This is an optimization exercise on Yosys and OpenROAD, whose aim is small area and a short achievable clock period, not a production implementation.
Only simulation tests tie the RTL to the original design; equivalence was not proved.
Power is estimated from default activity; no workload was simulated.

## flow/design.v (module list and top-level ports; edited modules follow where they fit)
// module mac9: 7329 lines
// module fa_cell: 4 lines
// module ha_cell: 4 lines
// module nand2_cell: 3 lines
// module nand3_cell: 3 lines
// module and3_cell: 3 lines
// module sel3n: 3 lines
// module linebuffer_3x3: 47 lines
// module conv_top: 63 lines
module conv_top (
  input  logic               clk,
  input  logic               rstn,
  input  logic               valid_in,
  input  logic [7:0]         px_in,
  input  logic               kernel_wr,
  input  logic [3:0]         kernel_addr,
  input  logic signed [15:0] kernel_data,
  output logic               valid_out,
  output logic [7:0]         px_out
);
  // ...
==> flow/run.sh <==
#!/bin/bash
# synth_recipe.tcl (not shown) runs the flow's synth.tcl, then flattens the netlist and writes it again
# the make line also repeats each setting of config.mk as NAME=value (left out here)
make -C /OpenROAD-flow-scripts/flow DESIGN_CONFIG=/design/flow/config.mk WORK_HOME=/design/flow/orfs CLKGATE_MAP_FILE= SYNTH_SCRIPT=/design/flow/synth_recipe.tcl finish
==> flow/config.mk <==
export PLATFORM = sky130hd
export DESIGN_NAME = conv_top
export DESIGN_NICKNAME = conv_top
export VERILOG_FILES = /design/flow/design.v
export SDC_FILE = /design/flow/constraint.sdc
export NUM_CORES = 4
export LEC_CHECK = 0
export ABC_CLOCK_PERIOD_IN_PS = 2500
export CAP_MARGIN = 20
export CORE_MARGIN = 2
export CORE_UTILIZATION = 45
export CTS_CLUSTER_DIAMETER = 110
export CTS_CLUSTER_SIZE = 20
export PLACE_DENSITY = 0.65
export SETUP_SLACK_MARGIN = 5
export SLEW_MARGIN = 20
export SYNTH_HIERARCHICAL = 1
export SYNTH_MINIMUM_KEEP_SIZE = 0
==> flow/constraint.sdc <==
create_clock -name core_clock -period 8.0 [get_ports {clk}]
set_input_delay 1.6000 -clock core_clock [delete_from_list [all_inputs] [get_ports {clk}]]
set_output_delay 1.6000 -clock core_clock [all_outputs]
set_load 0.01 [all_outputs]
==> flow_metrics.py, run 1 <==
metrics = {
    "global_route": {
        "grt.met1_usage_pct": 39.4,
        "grt_pass1_vias": 42500,
    },
    "floorplanning": {
        "die-width_um": 405,
        "rows": 147,
        "start_util_pct": 45.2,
    },
    "finish": {
        "post-route-util_pct": 50.7,
        "clock_buffers": 151,
        "multi_input_gates": 3629,
    },
    "setup_path": {
        "r2r-start": "mac.r3858",
        "endpoint": "px_out[4]",
        "crit_cells": 9,
        "critical_path.cell_chain": "fa_1 > inv_2 > ha_4 > inv_4 > or4_4 > a21oi_4 > o21ai_4 > a2111o_2 > o22a_1",
        "path_buf_inv": 2,
        "critPathLaunchType": "register",
        "endpoint_kind": "register",
    },
    "routing": {
        "wirelength_um": 231000,
        "wl_per_cell_um": 29.1,
        "drc": 0,
        "highest_layer": "met5",
    },
    "synth": {
        "ys_ff_latch": 1597,
        "synth_fa_ha_area_share_pct": 19.7,
        "yosysWarnings": 11,
        "synth_mux_area_share_pct": 0.0691,
        "synth_most_common_cell": "nand2_1",
        "async_reset_ff_share_pct": 0,
    },
    "pwr": {
        "intPower_mw": 18.5,
        "p_total_mw": 30.3,
    },
    "outcome": {
        "status": "finished clean",
    },
    "clock_tree": {
        "cts_made_buffers": 94,
        "numClockSinks": 1597,
        "cts_tree": "done",
    },
    "sta": {
        "period_share_pct": 38.5,
        "final_max_slew_viol_count": 0,
    },
    "worst_hold_path": {
        "holdPathStages": 0,
    },
}
==> module conv_top, before the edit <==
module conv_top (
  input  logic               clk,
  input  logic               rstn,
  input  logic               valid_in,
  input  logic [7:0]         px_in,
  input  logic               kernel_wr,
  input  logic [3:0]         kernel_addr,
  input  logic signed [15:0] kernel_data,
  output logic               valid_out,
  output logic [7:0]         px_out
);
  localparam MAC_LAT = 2;    
  logic               rst_q, kw_q;
  logic [3:0]         ka_q;
  logic signed [15:0] kd_q;
  always_ff @(posedge clk) begin
    rst_q <= ~rstn;
    kw_q  <= rstn & kernel_wr;
    ka_q  <= kernel_addr;
    kd_q  <= rstn ? kernel_data : 16'sd0;
  end
  logic signed [15:0] kernel [0:8];
  genvar gi;
  generate
    for (gi = 0; gi < 9; gi = gi + 1) begin : g_k
      always_ff @(posedge clk)
        if (rst_q || (kw_q && ka_q == gi))
          kernel[gi] <= kd_q;
    end
  endgenerate
  logic [7:0] w00, w01, w02, w10, w11, w12, w20, w21, w22;
  logic       window_valid;
  linebuffer_3x3 lb (
    .clk(clk), .rstn(rstn),
    .valid_in(valid_in), .px_in(px_in),
    .w00(w00), .w01(w01), .w02(w02),
    .w10(w10), .w11(w11), .w12(w12),
    .w20(w20), .w21(w21), .w22(w22),
    .valid_out(window_valid)
  );
  logic [7:0] r;
  mac9 mac (
    .clk(clk),
    .px0(w00), .px1(w01), .px2(w02),
    .px3(w10), .px4(w11), .px5(w12),
    .px6(w20), .px7(w21), .px8(w22),
    .k0(kernel[0]), .k1(kernel[1]), .k2(kernel[2]),
    .k3(kernel[3]), .k4(kernel[4]), .k5(kernel[5]),
    .k6(kernel[6]), .k7(kernel[7]), .k8(kernel[8]),
    .r(r)
  );
  logic [MAC_LAT:0] vpipe;
  assign vpipe[0] = window_valid;
  generate
    for (gi = 1; gi <= MAC_LAT; gi = gi + 1) begin : g_v
      always_ff @(posedge clk) vpipe[gi] <= rstn & vpipe[gi-1];
    end
  endgenerate
  always_ff @(posedge clk) begin
    valid_out <= rstn & vpipe[MAC_LAT];
    px_out    <= r;
  end
endmodule
==> inputs of run 2 (changes only) <==
--- a/flow/design.v
+++ b/flow/design.v
@@ -13,2 +13,14 @@
   end
+  logic [7:0] px0q, px1q, px2q, px3q, px4q, px5q, px6q, px7q, px8q;
+  always_ff @(posedge clk) begin
+    px0q <= px0;
+    px1q <= px1;
+    px2q <= px2;
+    px3q <= px3;
+    px4q <= px4;
+    px5q <= px5;
+    px6q <= px6;
+    px7q <= px7;
+    px8q <= px8;
+  end
   logic e1;
@@ -3971,5 +3983,5 @@
   logic c3958;
-  assign e1 = px0[0] & ~px1[0];
-  assign e2 = ~px0[0] & px1[0];
-  assign e3 = px0[0] & px1[0];
+  assign e1 = px0q[0] & ~px1q[0];
+  assign e2 = ~px0q[0] & px1q[0];
+  assign e3 = px0q[0] & px1q[0];
   nand2_cell un5 (.a(e1), .b(k0[0]), .y(n5));
@@ -4042,5 +4054,5 @@
   and3_cell up68 (.a(n69), .b(n70), .c(n71), .y(p68));
-  assign e72 = px0[1] & ~px1[1];
-  assign e73 = ~px0[1] & px1[1];
-  assign e74 = px0[1] & px1[1];
+  assign e72 = px0q[1] & ~px1q[1];
+  assign e73 = ~px0q[1] & px1q[1];
+  assign e74 = px0q[1] & px1q[1];
   nand2_cell un76 (.a(e72), .b(k0[0]), .y(n76));
@@ -4113,5 +4125,5 @@
   and3_cell up139 (.a(n140), .b(n141), .c(n142), .y(p139));
-  assign e143 = px0[2] & ~px1[2];
-  assign e144 = ~px0[2] & px1[2];
-  assign e145 = px0[2] & px1[2];
+  assign e143 = px0q[2] & ~px1q[2];
+  assign e144 = ~px0q[2] & px1q[2];
+  assign e145 = px0q[2] & px1q[2];
   nand2_cell un147 (.a(e143), .b(k0[0]), .y(n147));
@@ -4184,5 +4196,5 @@
   and3_cell up210 (.a(n211), .b(n212), .c(n213), .y(p210));
-  assign e214 = px0[3] & ~px1[3];
-  assign e215 = ~px0[3] & px1[3];
-  assign e216 = px0[3] & px1[3];
+  assign e214 = px0q[3] & ~px1q[3];
+  assign e215 = ~px0q[3] & px1q[3];
+  assign e216 = px0q[3] & px1q[3];
   nand2_cell un218 (.a(e214), .b(k0[0]), .y(n218));
@@ -4255,5 +4267,5 @@
   and3_cell up281 (.a(n282), .b(n283), .c(n284), .y(p281));
-  assign e285 = px0[4] & ~px1[4];
-  assign e286 = ~px0[4] & px1[4];
-  assign e287 = px0[4] & px1[4];
+  assign e285 = px0q[4] & ~px1q[4];
+  assign e286 = ~px0q[4] & px1q[4];
+  assign e287 = px0q[4] & px1q[4];
   nand2_cell un289 (.a(e285), .b(k0[0]), .y(n289));
@@ -4326,5 +4338,5 @@
   and3_cell up352 (.a(n353), .b(n354), .c(n355), .y(p352));
-  assign e356 = px0[5] & ~px1[5];
-  assign e357 = ~px0[5] & px1[5];
-  assign e358 = px0[5] & px1[5];
+  assign e356 = px0q[5] & ~px1q[5];
+  assign e357 = ~px0q[5] & px1q[5];
+  assign e358 = px0q[5] & px1q[5];
   nand2_cell un360 (.a(e356), .b(k0[0]), .y(n360));
@@ -4397,5 +4409,5 @@
   and3_cell up423 (.a(n424), .b(n425), .c(n426), .y(p423));
-  assign e427 = px0[6] & ~px1[6];
-  assign e428 = ~px0[6] & px1[6];
-  assign e429 = px0[6] & px1[6];
+  assign e427 = px0q[6] & ~px1q[6];
+  assign e428 = ~px0q[6] & px1q[6];
+  assign e429 = px0q[6] & px1q[6];
   nand2_cell un431 (.a(e427), .b(k0[0]), .y(n431));
@@ -4468,5 +4480,5 @@
   and3_cell up494 (.a(n495), .b(n496), .c(n497), .y(p494));
-  assign e498 = px0[7] & ~px1[7];
-  assign e499 = ~px0[7] & px1[7];
-  assign e500 = px0[7] & px1[7];
+  assign e498 = px0q[7] & ~px1q[7];
+  assign e499 = ~px0q[7] & px1q[7];
+  assign e500 = px0q[7] & px1q[7];
   nand2_cell un502 (.a(e498), .b(k0[0]), .y(n502));
@@ -4539,5 +4551,5 @@
   and3_cell up565 (.a(n566), .b(n567), .c(n568), .y(p565));
-  assign e569 = px2[0] & ~px3[0];
-  assign e570 = ~px2[0] & px3[0];
-  assign e571 = px2[0] & px3[0];
+  assign e569 = px2q[0] & ~px3q[0];
+  assign e570 = ~px2q[0] & px3q[0];
+  assign e571 = px2q[0] & px3q[0];
   nand2_cell un573 (.a(e569), .b(k2[0]), .y(n573));
@@ -4610,5 +4622,5 @@
   and3_cell up636 (.a(n637), .b(n638), .c(n639), .y(p636));
-  assign e640 = px2[1] & ~px3[1];
-  assign e641 = ~px2[1] & px3[1];
-  assign e642 = px2[1] & px3[1];
+  assign e640 = px2q[1] & ~px3q[1];
+  assign e641 = ~px2q[1] & px3q[1];
+  assign e642 = px2q[1] & px3q[1];
   nand2_cell un644 (.a(e640), .b(k2[0]), .y(n644));
@@ -4681,5 +4693,5 @@
   and3_cell up707 (.a(n708), .b(n709), .c(n710), .y(p707));
-  assign e711 = px2[2] & ~px3[2];
-  assign e712 = ~px2[2] & px3[2];
-  assign e713 = px2[2] & px3[2];
+  assign e711 = px2q[2] & ~px3q[2];
+  assign e712 = ~px2q[2] & px3q[2];
+  assign e713 = px2q[2] & px3q[2];
   nand2_cell un715 (.a(e711), .b(k2[0]), .y(n715));
@@ -4752,5 +4764,5 @@
   and3_cell up778 (.a(n779), .b(n780), .c(n781), .y(p778));
-  assign e782 = px2[3] & ~px3[3];
-  assign e783 = ~px2[3] & px3[3];
-  assign e784 = px2[3] & px3[3];
+  assign e782 = px2q[3] & ~px3q[3];
+  assign e783 = ~px2q[3] & px3q[3];
+  assign e784 = px2q[3] & px3q[3];
   nand2_cell un786 (.a(e782), .b(k2[0]), .y(n786));
@@ -4823,5 +4835,5 @@
   and3_cell up849 (.a(n850), .b(n851), .c(n852), .y(p849));
-  assign e853 = px2[4] & ~px3[4];
-  assign e854 = ~px2[4] & px3[4];
-  assign e855 = px2[4] & px3[4];
+  assign e853 = px2q[4] & ~px3q[4];
+  assign e854 = ~px2q[4] & px3q[4];
+  assign e855 = px2q[4] & px3q[4];
   nand2_cell un857 (.a(e853), .b(k2[0]), .y(n857));
@@ -4894,5 +4906,5 @@
   and3_cell up920 (.a(n921), .b(n922), .c(n923), .y(p920));
-  assign e924 = px2[5] & ~px3[5];
-  assign e925 = ~px2[5] & px3[5];
-  assign e926 = px2[5] & px3[5];
+  assign e924 = px2q[5] & ~px3q[5];
+  assign e925 = ~px2q[5] & px3q[5];
+  assign e926 = px2q[5] & px3q[5];
   nand2_cell un928 (.a(e924), .b(k2[0]), .y(n928));
@@ -4965,5 +4977,5 @@
   and3_cell up991 (.a(n992), .b(n993), .c(n994), .y(p991));
-  assign e995 = px2[6] & ~px3[6];
-  assign e996 = ~px2[6] & px3[6];
-  assign e997 = px2[6] & px3[6];
+  assign e995 = px2q[6] & ~px3q[6];
+  assign e996 = ~px2q[6] & px3q[6];
+  assign e997 = px2q[6] & px3q[6];
   nand2_cell un999 (.a(e995), .b(k2[0]), .y(n999));
@@ -5036,5 +5048,5 @@
   and3_cell up1062 (.a(n1063), .b(n1064), .c(n1065), .y(p1062));
-  assign e1066 = px2[7] & ~px3[7];
-  assign e1067 = ~px2[7] & px3[7];
-  assign e1068 = px2[7] & px3[7];
+  assign e1066 = px2q[7] & ~px3q[7];
+  assign e1067 = ~px2q[7] & px3q[7];
+  assign e1068 = px2q[7] & px3q[7];
   nand2_cell un1070 (.a(e1066), .b(k2[0]), .y(n1070));
@@ -5107,5 +5119,5 @@
   and3_cell up1133 (.a(n1134), .b(n1135), .c(n1136), .y(p1133));
-  assign e1137 = px4[0] & ~px5[0];
-  assign e1138 = ~px4[0] & px5[0];
-  assign e1139 = px4[0] & px5[0];
+  assign e1137 = px4q[0] & ~px5q[0];
+  assign e1138 = ~px4q[0] & px5q[0];
+  assign e1139 = px4q[0] & px5q[0];
   nand2_cell un1141 (.a(e1137), .b(k4[0]), .y(n1141));
@@ -5178,5 +5190,5 @@
   and3_cell up1204 (.a(n1205), .b(n1206), .c(n1207), .y(p1204));
-  assign e1208 = px4[1] & ~px5[1];
-  assign e1209 = ~px4[1] & px5[1];
-  assign e1210 = px4[1] & px5[1];
+  assign e1208 = px4q[1] & ~px5q[1];
+  assign e1209 = ~px4q[1] & px5q[1];
+  assign e1210 = px4q[1] & px5q[1];
   nand2_cell un1212 (.a(e1208), .b(k4[0]), .y(n1212));
@@ -5249,5 +5261,5 @@
   and3_cell up1275 (.a(n1276), .b(n1277), .c(n1278), .y(p1275));
-  assign e1279 = px4[2] & ~px5[2];
-  assign e1280 = ~px4[2] & px5[2];
-  assign e1281 = px4[2] & px5[2];
+  assign e1279 = px4q[2] & ~px5q[2];
+  assign e1280 = ~px4q[2] & px5q[2];
+  assign e1281 = px4q[2] & px5q[2];
   nand2_cell un1283 (.a(e1279), .b(k4[0]), .y(n1283));
@@ -5320,5 +5332,5 @@
   and3_cell up1346 (.a(n1347), .b(n1348), .c(n1349), .y(p1346));
-  assign e1350 = px4[3] & ~px5[3];
-  assign e1351 = ~px4[3] & px5[3];
-  assign e1352 = px4[3] & px5[3];
+  assign e1350 = px4q[3] & ~px5q[3];
+  assign e1351 = ~px4q[3] & px5q[3];
+  assign e1352 = px4q[3] & px5q[3];
   nand2_cell un1354 (.a(e1350), .b(k4[0]), .y(n1354));
@@ -5391,5 +5403,5 @@
   and3_cell up1417 (.a(n1418), .b(n1419), .c(n1420), .y(p1417));
-  assign e1421 = px4[4] & ~px5[4];
-  assign e1422 = ~px4[4] & px5[4];
-  assign e1423 = px4[4] & px5[4];
+  assign e1421 = px4q[4] & ~px5q[4];
+  assign e1422 = ~px4q[4] & px5q[4];
+  assign e1423 = px4q[4] & px5q[4];
   nand2_cell un1425 (.a(e1421), .b(k4[0]), .y(n1425));
@@ -5462,5 +5474,5 @@
   and3_cell up1488 (.a(n1489), .b(n1490), .c(n1491), .y(p1488));
-  assign e1492 = px4[5] & ~px5[5];
-  assign e1493 = ~px4[5] & px5[5];
-  assign e1494 = px4[5] & px5[5];
+  assign e1492 = px4q[5] & ~px5q[5];
+  assign e1493 = ~px4q[5] & px5q[5];
+  assign e1494 = px4q[5] & px5q[5];
   nand2_cell un1496 (.a(e1492), .b(k4[0]), .y(n1496));
@@ -5533,5 +5545,5 @@
   and3_cell up1559 (.a(n1560), .b(n1561), .c(n1562), .y(p1559));
-  assign e1563 = px4[6] & ~px5[6];
-  assign e1564 = ~px4[6] & px5[6];
-  assign e1565 = px4[6] & px5[6];
+  assign e1563 = px4q[6] & ~px5q[6];
+  assign e1564 = ~px4q[6] & px5q[6];
+  assign e1565 = px4q[6] & px5q[6];
   nand2_cell un1567 (.a(e1563), .b(k4[0]), .y(n1567));
@@ -5604,5 +5616,5 @@
   and3_cell up1630 (.a(n1631), .b(n1632), .c(n1633), .y(p1630));
-  assign e1634 = px4[7] & ~px5[7];
-  assign e1635 = ~px4[7] & px5[7];
-  assign e1636 = px4[7] & px5[7];
+  assign e1634 = px4q[7] & ~px5q[7];
+  assign e1635 = ~px4q[7] & px5q[7];
+  assign e1636 = px4q[7] & px5q[7];
   nand2_cell un1638 (.a(e1634), .b(k4[0]), .y(n1638));
@@ -5675,5 +5687,5 @@
   and3_cell up1701 (.a(n1702), .b(n1703), .c(n1704), .y(p1701));
-  assign e1705 = px6[0] & ~px7[0];
-  assign e1706 = ~px6[0] & px7[0];
-  assign e1707 = px6[0] & px7[0];
+  assign e1705 = px6q[0] & ~px7q[0];
+  assign e1706 = ~px6q[0] & px7q[0];
+  assign e1707 = px6q[0] & px7q[0];
   nand2_cell un1709 (.a(e1705), .b(k6[0]), .y(n1709));
@@ -5746,5 +5758,5 @@
   and3_cell up1772 (.a(n1773), .b(n1774), .c(n1775), .y(p1772));
-  assign e1776 = px6[1] & ~px7[1];
-  assign e1777 = ~px6[1] & px7[1];
-  assign e1778 = px6[1] & px7[1];
+  assign e1776 = px6q[1] & ~px7q[1];
+  assign e1777 = ~px6q[1] & px7q[1];
+  assign e1778 = px6q[1] & px7q[1];
   nand2_cell un1780 (.a(e1776), .b(k6[0]), .y(n1780));
@@ -5817,5 +5829,5 @@
   and3_cell up1843 (.a(n1844), .b(n1845), .c(n1846), .y(p1843));
-  assign e1847 = px6[2] & ~px7[2];
-  assign e1848 = ~px6[2] & px7[2];
-  assign e1849 = px6[2] & px7[2];
+  assign e1847 = px6q[2] & ~px7q[2];
+  assign e1848 = ~px6q[2] & px7q[2];
+  assign e1849 = px6q[2] & px7q[2];
   nand2_cell un1851 (.a(e1847), .b(k6[0]), .y(n1851));
@@ -5888,5 +5900,5 @@
   and3_cell up1914 (.a(n1915), .b(n1916), .c(n1917), .y(p1914));
-  assign e1918 = px6[3] & ~px7[3];
-  assign e1919 = ~px6[3] & px7[3];
-  assign e1920 = px6[3] & px7[3];
+  assign e1918 = px6q[3] & ~px7q[3];
+  assign e1919 = ~px6q[3] & px7q[3];
+  assign e1920 = px6q[3] & px7q[3];
   nand2_cell un1922 (.a(e1918), .b(k6[0]), .y(n1922));
@@ -5959,5 +5971,5 @@
   and3_cell up1985 (.a(n1986), .b(n1987), .c(n1988), .y(p1985));
-  assign e1989 = px6[4] & ~px7[4];
-  assign e1990 = ~px6[4] & px7[4];
-  assign e1991 = px6[4] & px7[4];
+  assign e1989 = px6q[4] & ~px7q[4];
+  assign e1990 = ~px6q[4] & px7q[4];
+  assign e1991 = px6q[4] & px7q[4];
   nand2_cell un1993 (.a(e1989), .b(k6[0]), .y(n1993));
@@ -6030,5 +6042,5 @@
   and3_cell up2056 (.a(n2057), .b(n2058), .c(n2059), .y(p2056));
-  assign e2060 = px6[5] & ~px7[5];
-  assign e2061 = ~px6[5] & px7[5];
-  assign e2062 = px6[5] & px7[5];
+  assign e2060 = px6q[5] & ~px7q[5];
+  assign e2061 = ~px6q[5] & px7q[5];
+  assign e2062 = px6q[5] & px7q[5];
   nand2_cell un2064 (.a(e2060), .b(k6[0]), .y(n2064));
@@ -6101,5 +6113,5 @@
   and3_cell up2127 (.a(n2128), .b(n2129), .c(n2130), .y(p2127));
-  assign e2131 = px6[6] & ~px7[6];
-  assign e2132 = ~px6[6] & px7[6];
-  assign e2133 = px6[6] & px7[6];
+  assign e2131 = px6q[6] & ~px7q[6];
+  assign e2132 = ~px6q[6] & px7q[6];
+  assign e2133 = px6q[6] & px7q[6];
   nand2_cell un2135 (.a(e2131), .b(k6[0]), .y(n2135));
@@ -6172,5 +6184,5 @@
   and3_cell up2198 (.a(n2199), .b(n2200), .c(n2201), .y(p2198));
-  assign e2202 = px6[7] & ~px7[7];
-  assign e2203 = ~px6[7] & px7[7];
-  assign e2204 = px6[7] & px7[7];
+  assign e2202 = px6q[7] & ~px7q[7];
+  assign e2203 = ~px6q[7] & px7q[7];
+  assign e2204 = px6q[7] & px7q[7];
   nand2_cell un2206 (.a(e2202), .b(k6[0]), .y(n2206));
@@ -6243,130 +6255,130 @@
   and3_cell up2269 (.a(n2270), .b(n2271), .c(n2272), .y(p2269));
-  assign p2273 = px8[0] & k8[0];
-  assign p2274 = px8[0] & k8[1];
-  assign p2275 = px8[0] & k8[2];
-  assign p2276 = px8[0] & k8[3];
-  assign p2277 = px8[0] & k8[4];
-  assign p2278 = px8[0] & k8[5];
-  assign p2279 = px8[0] & k8[6];
-  assign p2280 = px8[0] & k8[7];
-  assign p2281 = px8[0] & k8[8];
-  assign p2282 = px8[0] & k8[9];
-  assign p2283 = px8[0] & k8[10];
-  assign p2284 = px8[0] & k8[11];
-  assign p2285 = px8[0] & k8[12];
-  assign p2286 = px8[0] & k8[13];
-  assign p2287 = px8[0] & k8[14];
-  assign p2288 = ~(px8[0] & k8[15]);
-  assign p2289 = px8[1] & k8[0];
-  assign p2290 = px8[1] & k8[1];
-  assign p2291 = px8[1] & k8[2];
-  assign p2292 = px8[1] & k8[3];
-  assign p2293 = px8[1] & k8[4];
-  assign p2294 = px8[1] & k8[5];
-  assign p2295 = px8[1] & k8[6];
-  assign p2296 = px8[1] & k8[7];
-  assign p2297 = px8[1] & k8[8];
-  assign p2298 = px8[1] & k8[9];
-  assign p2299 = px8[1] & k8[10];
-  assign p2300 = px8[1] & k8[11];
-  assign p2301 = px8[1] & k8[12];
-  assign p2302 = px8[1] & k8[13];
-  assign p2303 = px8[1] & k8[14];
-  assign p2304 = ~(px8[1] & k8[15]);
-  assign p2305 = px8[2] & k8[0];
-  assign p2306 = px8[2] & k8[1];
-  assign p2307 = px8[2] & k8[2];
-  assign p2308 = px8[2] & k8[3];
-  assign p2309 = px8[2] & k8[4];
-  assign p2310 = px8[2] & k8[5];
-  assign p2311 = px8[2] & k8[6];
-  assign p2312 = px8[2] & k8[7];
-  assign p2313 = px8[2] & k8[8];
-  assign p2314 = px8[2] & k8[9];
-  assign p2315 = px8[2] & k8[10];
-  assign p2316 = px8[2] & k8[11];
-  assign p2317 = px8[2] & k8[12];
-  assign p2318 = px8[2] & k8[13];
-  assign p2319 = px8[2] & k8[14];
-  assign p2320 = ~(px8[2] & k8[15]);
-  assign p2321 = px8[3] & k8[0];
-  assign p2322 = px8[3] & k8[1];
-  assign p2323 = px8[3] & k8[2];
-  assign p2324 = px8[3] & k8[3];
-  assign p2325 = px8[3] & k8[4];
-  assign p2326 = px8[3] & k8[5];
-  assign p2327 = px8[3] & k8[6];
-  assign p2328 = px8[3] & k8[7];
-  assign p2329 = px8[3] & k8[8];
-  assign p2330 = px8[3] & k8[9];
-  assign p2331 = px8[3] & k8[10];
-  assign p2332 = px8[3] & k8[11];
-  assign p2333 = px8[3] & k8[12];
-  assign p2334 = px8[3] & k8[13];
-  assign p2335 = px8[3] & k8[14];
-  assign p2336 = ~(px8[3] & k8[15]);
-  assign p2337 = px8[4] & k8[0];
-  assign p2338 = px8[4] & k8[1];
-  assign p2339 = px8[4] & k8[2];
-  assign p2340 = px8[4] & k8[3];
-  assign p2341 = px8[4] & k8[4];
-  assign p2342 = px8[4] & k8[5];
-  assign p2343 = px8[4] & k8[6];
-  assign p2344 = px8[4] & k8[7];
-  assign p2345 = px8[4] & k8[8];
-  assign p2346 = px8[4] & k8[9];
-  assign p2347 = px8[4] & k8[10];
-  assign p2348 = px8[4] & k8[11];
-  assign p2349 = px8[4] & k8[12];
-  assign p2350 = px8[4] & k8[13];
-  assign p2351 = px8[4] & k8[14];
-  assign p2352 = ~(px8[4] & k8[15]);
-  assign p2353 = px8[5] & k8[0];
-  assign p2354 = px8[5] & k8[1];
-  assign p2355 = px8[5] & k8[2];
-  assign p2356 = px8[5] & k8[3];
-  assign p2357 = px8[5] & k8[4];
-  assign p2358 = px8[5] & k8[5];
-  assign p2359 = px8[5] & k8[6];
-  assign p2360 = px8[5] & k8[7];
-  assign p2361 = px8[5] & k8[8];
-  assign p2362 = px8[5] & k8[9];
-  assign p2363 = px8[5] & k8[10];
-  assign p2364 = px8[5] & k8[11];
-  assign p2365 = px8[5] & k8[12];
-  assign p2366 = px8[5] & k8[13];
-  assign p2367 = px8[5] & k8[14];
-  assign p2368 = ~(px8[5] & k8[15]);
-  assign p2369 = px8[6] & k8[0];
-  assign p2370 = px8[6] & k8[1];
-  assign p2371 = px8[6] & k8[2];
-  assign p2372 = px8[6] & k8[3];
-  assign p2373 = px8[6] & k8[4];
-  assign p2374 = px8[6] & k8[5];
-  assign p2375 = px8[6] & k8[6];
-  assign p2376 = px8[6] & k8[7];
-  assign p2377 = px8[6] & k8[8];
-  assign p2378 = px8[6] & k8[9];
-  assign p2379 = px8[6] & k8[10];
-  assign p2380 = px8[6] & k8[11];
-  assign p2381 = px8[6] & k8[12];
-  assign p2382 = px8[6] & k8[13];
-  assign p2383 = px8[6] & k8[14];
-  assign p2384 = ~(px8[6] & k8[15]);
-  assign p2385 = px8[7] & k8[0];
-  assign p2386 = px8[7] & k8[1];
-  assign p2387 = px8[7] & k8[2];
-  assign p2388 = px8[7] & k8[3];
-  assign p2389 = px8[7] & k8[4];
-  assign p2390 = px8[7] & k8[5];
-  assign p2391 = px8[7] & k8[6];
-  assign p2392 = px8[7] & k8[7];
-  assign p2393 = px8[7] & k8[8];
-  assign p2394 = px8[7] & k8[9];
-  assign p2395 = px8[7] & k8[10];
-  assign p2396 = px8[7] & k8[11];
-  assign p2397 = px8[7] & k8[12];
-  assign p2398 = px8[7] & k8[13];
-  assign p2399 = px8[7] & k8[14];
-  assign p2400 = ~(px8[7] & k8[15]);
+  assign p2273 = px8q[0] & k8[0];
+  assign p2274 = px8q[0] & k8[1];
+  assign p2275 = px8q[0] & k8[2];
+  assign p2276 = px8q[0] & k8[3];
+  assign p2277 = px8q[0] & k8[4];
+  assign p2278 = px8q[0] & k8[5];
+  assign p2279 = px8q[0] & k8[6];
+  assign p2280 = px8q[0] & k8[7];
+  assign p2281 = px8q[0] & k8[8];
+  assign p2282 = px8q[0] & k8[9];
+  assign p2283 = px8q[0] & k8[10];
+  assign p2284 = px8q[0] & k8[11];
+  assign p2285 = px8q[0] & k8[12];
+  assign p2286 = px8q[0] & k8[13];
+  assign p2287 = px8q[0] & k8[14];
+  assign p2288 = ~(px8q[0] & k8[15]);
+  assign p2289 = px8q[1] & k8[0];
+  assign p2290 = px8q[1] & k8[1];
+  assign p2291 = px8q[1] & k8[2];
+  assign p2292 = px8q[1] & k8[3];
+  assign p2293 = px8q[1] & k8[4];
+  assign p2294 = px8q[1] & k8[5];
+  assign p2295 = px8q[1] & k8[6];
+  assign p2296 = px8q[1] & k8[7];
+  assign p2297 = px8q[1] & k8[8];
+  assign p2298 = px8q[1] & k8[9];
+  assign p2299 = px8q[1] & k8[10];
+  assign p2300 = px8q[1] & k8[11];
+  assign p2301 = px8q[1] & k8[12];
+  assign p2302 = px8q[1] & k8[13];
+  assign p2303 = px8q[1] & k8[14];
+  assign p2304 = ~(px8q[1] & k8[15]);
+  assign p2305 = px8q[2] & k8[0];
+  assign p2306 = px8q[2] & k8[1];
+  assign p2307 = px8q[2] & k8[2];
+  assign p2308 = px8q[2] & k8[3];
+  assign p2309 = px8q[2] & k8[4];
+  assign p2310 = px8q[2] & k8[5];
+  assign p2311 = px8q[2] & k8[6];
+  assign p2312 = px8q[2] & k8[7];
+  assign p2313 = px8q[2] & k8[8];
+  assign p2314 = px8q[2] & k8[9];
+  assign p2315 = px8q[2] & k8[10];
+  assign p2316 = px8q[2] & k8[11];
+  assign p2317 = px8q[2] & k8[12];
+  assign p2318 = px8q[2] & k8[13];
+  assign p2319 = px8q[2] & k8[14];
+  assign p2320 = ~(px8q[2] & k8[15]);
+  assign p2321 = px8q[3] & k8[0];
+  assign p2322 = px8q[3] & k8[1];
+  assign p2323 = px8q[3] & k8[2];
+  assign p2324 = px8q[3] & k8[3];
+  assign p2325 = px8q[3] & k8[4];
+  assign p2326 = px8q[3] & k8[5];
+  assign p2327 = px8q[3] & k8[6];
+  assign p2328 = px8q[3] & k8[7];
+  assign p2329 = px8q[3] & k8[8];
+  assign p2330 = px8q[3] & k8[9];
+  assign p2331 = px8q[3] & k8[10];
+  assign p2332 = px8q[3] & k8[11];
+  assign p2333 = px8q[3] & k8[12];
+  assign p2334 = px8q[3] & k8[13];
+  assign p2335 = px8q[3] & k8[14];
+  assign p2336 = ~(px8q[3] & k8[15]);
+  assign p2337 = px8q[4] & k8[0];
+  assign p2338 = px8q[4] & k8[1];
+  assign p2339 = px8q[4] & k8[2];
+  assign p2340 = px8q[4] & k8[3];
+  assign p2341 = px8q[4] & k8[4];
+  assign p2342 = px8q[4] & k8[5];
+  assign p2343 = px8q[4] & k8[6];
+  assign p2344 = px8q[4] & k8[7];
+  assign p2345 = px8q[4] & k8[8];
+  assign p2346 = px8q[4] & k8[9];
+  assign p2347 = px8q[4] & k8[10];
+  assign p2348 = px8q[4] & k8[11];
+  assign p2349 = px8q[4] & k8[12];
+  assign p2350 = px8q[4] & k8[13];
+  assign p2351 = px8q[4] & k8[14];
+  assign p2352 = ~(px8q[4] & k8[15]);
+  assign p2353 = px8q[5] & k8[0];
+  assign p2354 = px8q[5] & k8[1];
+  assign p2355 = px8q[5] & k8[2];
+  assign p2356 = px8q[5] & k8[3];
+  assign p2357 = px8q[5] & k8[4];
+  assign p2358 = px8q[5] & k8[5];
+  assign p2359 = px8q[5] & k8[6];
+  assign p2360 = px8q[5] & k8[7];
+  assign p2361 = px8q[5] & k8[8];
+  assign p2362 = px8q[5] & k8[9];
+  assign p2363 = px8q[5] & k8[10];
+  assign p2364 = px8q[5] & k8[11];
+  assign p2365 = px8q[5] & k8[12];
+  assign p2366 = px8q[5] & k8[13];
+  assign p2367 = px8q[5] & k8[14];
+  assign p2368 = ~(px8q[5] & k8[15]);
+  assign p2369 = px8q[6] & k8[0];
+  assign p2370 = px8q[6] & k8[1];
+  assign p2371 = px8q[6] & k8[2];
+  assign p2372 = px8q[6] & k8[3];
+  assign p2373 = px8q[6] & k8[4];
+  assign p2374 = px8q[6] & k8[5];
+  assign p2375 = px8q[6] & k8[6];
+  assign p2376 = px8q[6] & k8[7];
+  assign p2377 = px8q[6] & k8[8];
+  assign p2378 = px8q[6] & k8[9];
+  assign p2379 = px8q[6] & k8[10];
+  assign p2380 = px8q[6] & k8[11];
+  assign p2381 = px8q[6] & k8[12];
+  assign p2382 = px8q[6] & k8[13];
+  assign p2383 = px8q[6] & k8[14];
+  assign p2384 = ~(px8q[6] & k8[15]);
+  assign p2385 = px8q[7] & k8[0];
+  assign p2386 = px8q[7] & k8[1];
+  assign p2387 = px8q[7] & k8[2];
+  assign p2388 = px8q[7] & k8[3];
+  assign p2389 = px8q[7] & k8[4];
+  assign p2390 = px8q[7] & k8[5];
+  assign p2391 = px8q[7] & k8[6];
+  assign p2392 = px8q[7] & k8[7];
+  assign p2393 = px8q[7] & k8[8];
+  assign p2394 = px8q[7] & k8[9];
+  assign p2395 = px8q[7] & k8[10];
+  assign p2396 = px8q[7] & k8[11];
+  assign p2397 = px8q[7] & k8[12];
+  assign p2398 = px8q[7] & k8[13];
+  assign p2399 = px8q[7] & k8[14];
+  assign p2400 = ~(px8q[7] & k8[15]);
   fa_cell us2401 (.a(p4), .b(p572), .c(p1140), .s(s2401), .co(c2402));
@@ -7303,6 +7315,7 @@
   assign rb = {1'b0, r3910, s3957, s3955, s3953, s3951, s3949, s3947, s3945, s3943, s3941, s3939, s3937, s3935, s3933, s3931, s3929, s3927, s3925, s3923, s3921, s3919, s3917, s3915, s3913, r3842, r3839, 1'b0};
-  logic [10:0] lo;
+  logic [10:0] lo, lo_q;
   logic [9:0]  lm4;
+  logic [7:0]  lm4_q;
   logic [17:0] ux, uo, un;
-  logic zr, onr, isz, iso, sat;
+  logic zr, onr, ux0_q, zr_q, onr_q, isz, iso, sat;
   assign lo  = {1'b0, ra[9:0]} + {1'b0, rb[9:0]};
@@ -7314,6 +7327,13 @@
   assign onr = &(ux[17:1] ^ un[16:0]);
-  assign isz = zr & (ux[0] == lo[10]);     
-  assign iso = onr & (ux[0] != lo[10]);    
-  assign sat = ~(isz | iso) | (isz & (&lo[9:2]))
-             | (iso & ~(|lo[9:3]) & ~(lo[2] & (|lo[1:0])));    
+  always_ff @(posedge clk) begin
+    lo_q  <= lo;
+    lm4_q <= lm4[9:2];
+    ux0_q <= ux[0];
+    zr_q  <= zr;
+    onr_q <= onr;
+  end
+  assign isz = zr_q & (ux0_q == lo_q[10]);     
+  assign iso = onr_q & (ux0_q != lo_q[10]);    
+  assign sat = ~(isz | iso) | (isz & (&lo_q[9:2]))
+             | (iso & ~(|lo_q[9:3]) & ~(lo_q[2] & (|lo_q[1:0])));    
   always_comb begin
@@ -7322,7 +7342,7 @@
     else if (isz)
-      r = lo[9:2];
-    else if (|lo[1:0])
-      r = ~lo[9:2];
+      r = lo_q[9:2];
+    else if (|lo_q[1:0])
+      r = ~lo_q[9:2];
     else
-      r = ~lm4[9:2];
+      r = ~lm4_q;
   end
@@ -7407,3 +7427,3 @@
 );
-  localparam MAC_LAT = 2;    
+  localparam MAC_LAT = 4;    
   logic               rst_q, kw_q;
==> flow/flow/run.sh (new file) <==
#!/bin/bash
# The standard layout, with two changes to how it is optimised:
#  - the port buffers that buffer_ports inserts are plain buffers
#    (sky130_fd_sc_hd__buf_4) instead of the default delay buffers;
#  - ORFS's timing repair aims for a setup slack of 5.25 ns at the design's
#    clock period (SETUP_SLACK_MARGIN), so that it keeps improving paths
#    the global-route estimate already sees as meeting 3 ns.
# The clock period and constraints are the design's.  The full output of
# the run goes to standard.log in this folder; ORFS also keeps its per-step
# logs under orfs/logs.
set -euo pipefail
export BUFFER_PORTS_ARGS="-buffer_cell sky130_fd_sc_hd__buf_4"
export SETUP_SLACK_MARGIN=5.25
bash standard.sh > standard.log 2>&1
==> flow/standard.sh (new file) <==
#!/bin/bash
# synth_recipe.tcl (not shown) runs the flow's synth.tcl, then flattens the netlist and writes it again
# the make line also repeats each setting of config.mk as NAME=value (left out here)
make -C /OpenROAD-flow-scripts/flow DESIGN_CONFIG=/design/flow/config.mk WORK_HOME=/design/flow/orfs CLKGATE_MAP_FILE= SYNTH_SCRIPT=/design/flow/synth_recipe.tcl "${@:-finish}"
--- a/flow/config.mk
+++ b/flow/config.mk
@@ -14,3 +14,2 @@
 export PLACE_DENSITY = 0.65
-export SETUP_SLACK_MARGIN = 5
 export SLEW_MARGIN = 20
removed: flow/run.sh
==> flow_metrics.py, run 2 <==
metrics = {
    "synth": {
        "async_reset_ff_share_pct": 0,
        "synth_cells": 5545,
        "ys_types": 65,
        "synth_most_common_cell": "nand2_1",
        "yosysWarnings": 11,
        "syn_area_um2": 74600,
        "syn_area_per_cell_um2": 13.4,
        "synth_area_leader_cell": "edfxtp_1",
        "synth_flop_cell": "edfxtp_1",
        "ys_ff_latch": 1693,
        "ys_seq_area_share_pct": 61.4,
        "syn_nets": 6342,
        "synth_edf_count": 1192,
        "synthTopCellsByArea": "edfxtp_1, fa_1, dfxtp_1, nand2_1, nand3_1",
        "synth_commonest_cells": "nand2_1, edfxtp_1, fa_1, nand3_1, dfxtp_1",
        "synth_top_area_share_pct": 48.0,
    },
    "pwr": {
        "vdd_ir_drop_max_v": 0.000540,
        "p_per_area_nw_per_um2": 347,
        "p_leak_nw": 32.5,
    },
    "setup_path": {
        "crit_arrival_ns": 1.20,
        "endpoint_kind": "output port",
        "crit_family": "flip-flops",
        "worst-setup-path-type": "reg -> out",
        "critPathLaunchType": "register",
        "cp_max_fo": 1,
        "critical-path-slowest-cell": "dfxtp_2",
        "path_buf_inv": 1,
        "critical_path.cell_chain": "buf_6",
        "cpPeakStageDelay_ns": 0.33,
        "cp_data_required_time_ns": 6.40,
    },
    "flow_run": {
        "maxCapViolations": 0,
    },
    "sta": {
        "fmax_mhz": 357,
        "setup_violations": 0,
        "final_max_slew_viol_count": 0,
        "min_period_ns": 2.80,
        "slew_headroom_pct": 14.1,
        "period_share_pct": 35.0,
        "rsz0062_at_grt": "true",
        "worst_pin_slew_ns": 1.29,
        "finalHoldViolations": 0,
        "clock_skew_ns": 0.0579,
    },
    "global_route": {
        "grt_max_degree": 197,
        "grt_use_met3_pct": 4.99,
        "overflow": 0,
        "use_met2_pct": 39.4,
        "grt_first_pass_wirelength_um": 322000,
        "antenna_found_initial": 21,
        "grt_pass1_vias": 43100,
        "grtUsageTotal_pct": 27.0,
        "grt.met1_usage_pct": 39.6,
        "top_usage_layer": "met1",
    },
    "clock_tree": {
        "clk_latency_ns": 0.77,
        "ctsHtreeMaxLevel": 3,
        "numClockSinks": 1693,
        "root_buffer": "clkbuf_16",
        "cts_made_buffers": 98,
        "clk_path_buf_depth": 3,
        "clkTransAtPathRegs_ns": 0.08,
        "cts_tree": "done",
    },
    "routing": {
        "viasPerCell": 5.59,
        "wl_per_cell_um": 28.6,
        "detail-route-antenna-nets": 0,
        "drt-pass1-iter-count": 8,
        "drt-initial-drc-count": 6657,
        "drc": 0,
        "wirelength_um": 235000,
        "route.vias.total": 46000,
    },
    "finish": {
        "reg_top3": "lb.chain x1048, kernel x144",
        "final_common_cell": "nand2_1",
        "max_flop_register": "lb.chain",
        "drive_gt1_share_pct": 14.4,
        "final_cell_mix": "nand2_1, edfxtp_1, fa_1",
        "final_nets": 6758,
        "syn2layout_area_growth_pct": 14.2,
        "post-route-util_pct": 51.7,
        "largest_reg_flops": 1048,
        "design_area_um2": 85100,
    },
    "floorplanning": {
        "core_area_um2": 165000,
        "die-area_um2": 169000,
        "die-width_um": 411,
        "die_h_um": 411,
        "rows": 149,
        "start_util_pct": 45.2,
        "ios": 41,
    },
    "placement": {
        "dp_hpwl_um": 163000,
        "gp_congestion": 1.01,
        "post_dp_cell_area_um2": 77500,
        "io_buffers": 40,
    },
    "outcome": {
        "status": "finished clean",
    },
    "worst_hold_path": {
        "hp-class": "reg -> reg",
    },
}
[run 2: cell types whose count changed after synthesis, moves of 6 or more]
cell / delta
nand2_1: +18
xor2_1: +6
o21ai_0: +15
dfxtp_1: +96
a22oi_1: +7
nand3_1: +10
a21oi_1: +9
[run 2: Yosys stat by module, one instance, submodules excluded]
module | cells | area (um2) | flops+latches
nand2_cell | 1 | 3.75 | 0
and3_cell | 1 | 6.26 | 0
ha_cell | 1 | 12.5 | 0
nand3_cell | 1 | 5.00 | 0
linebuffer_3x3 | 1173 | 32600 | 1066
mac9 | 1345 | 15200 | 448
fa_cell | 1 | 20.0 | 0
conv_top | 220 | 5300 | 179
[run 2: final timing paths]
check,startpoint,end,slack (ns),cells past startpoint
setup / recovery,valid_out,valid_out,5.20,1
hold / removal,mac.r3325,mac.r3837,0.33,0
setup reg to reg,mac.px3q[7],mac.r3462,5.21,7
hold reg to reg,mac.r3325,mac.r3837,0.33,0
[run 2: kinds of logic (layout without fill, tap and decap cells)]
logic type               after synthesis  in the layout  share of synthesized area, %
other                                  0              7                             0
multiplexers                           1              1                        0.0134
flip-flops                          1693           1693                          61.4
AO/OA/AOI/OAI                        196            196                          1.77
adder cells (fa/ha/maj)              765            765                          19.1
XOR/XNOR                             100            100                          1.17
AND/OR/NAND/NOR                     2603           2615                          15.2
buffers and inverters                187            665                          1.31
[run 2: layout make-up]
class                   instances  area [um2]
clock inverters                15         241
diodes                          7        17.5
well taps                    2189        2740
inverters                      98         368
repair buffers                393        4160
fillers                     13800       79700
clock buffers                 159        2720
multi-input cells            3677       28900
flip-flops and latches       1693       45900
[run 2: metrics by stage]
step | setup WS [ns] | TNS (ns) | total power, mW | hold slack, ns | cells
2_1_floorplan | -0.865 | -6.20 | 18.7 | 0.310 | 5545
3_3_place_gp | 4.54 | 0 | 23.5 | 0.312 | 7732
6_report | 5.20 | 0 | 29.5 | 0.331 | 8231
3_5_place_dp | 4.59 | 0 | 23.8 | 0.312 | 7732
5_1_grt | 5.15 | 0 | 31.2 | 0.341 | 8224
4_1_cts | 5.14 | 0 | 29.3 | 0.330 | 8126
[run 2: what timing repair did]
action	CTS	global route
pin swaps	16	62
endpoints found under the setup margin	343	111
gates cloned	3	24
hold buffers	0	0
gates resized for setup	225	226
setup buffers	217	74
[run 2: per-layer routing]
metal  wire, um  part of all wire (%)
met1      99500                    42
met2     101000                    43
met3      22100                   9.4
met4      12800                   5.4
met5         62                 0.026
[run 2: power by group]
group / switching, mW / total, mW / internal [mW]
clock: 2.85 / 5.24 / 2.39
sequential: 1.36 / 12.2 / 10.9
combinational: 6.75 / 12.1 / 5.31

re-timing with driven ports:
Ports are ideal in the flow. The routed layouts listed here were re-timed in OpenROAD.
Step 1, drivers: a clkbuf_16 drives clk and a buf_2 each remaining input, both assumed.
Step 2, shift: input delay + t, output delay - t, t = (earliest + latest rising clock arrival at the registers) / 2. This alone moves slack from input paths to output paths.
Three values: no drivers, after step 1, after step 2; two values: the first two.
run	shift t [ns]	slack for setup (ns)	hold slack, ns	worst register clock-pin slew, ns	worst data-port slew with drivers (ns)
run 1	0.834	4.919 / 4.919 / 4.802	0.330 / 0.330 / 0.330	0.10 / 0.10	0.10
run 2	0.816	5.199 / 5.121 / 5.209	0.331 / 0.331 / 0.331	0.10 / 0.10	0.05
After both steps setup and hold are still met in every run listed. The setup slack of run 1, which loses most, moves by 0.000 ns with the drivers and by -0.117 ns with both steps.
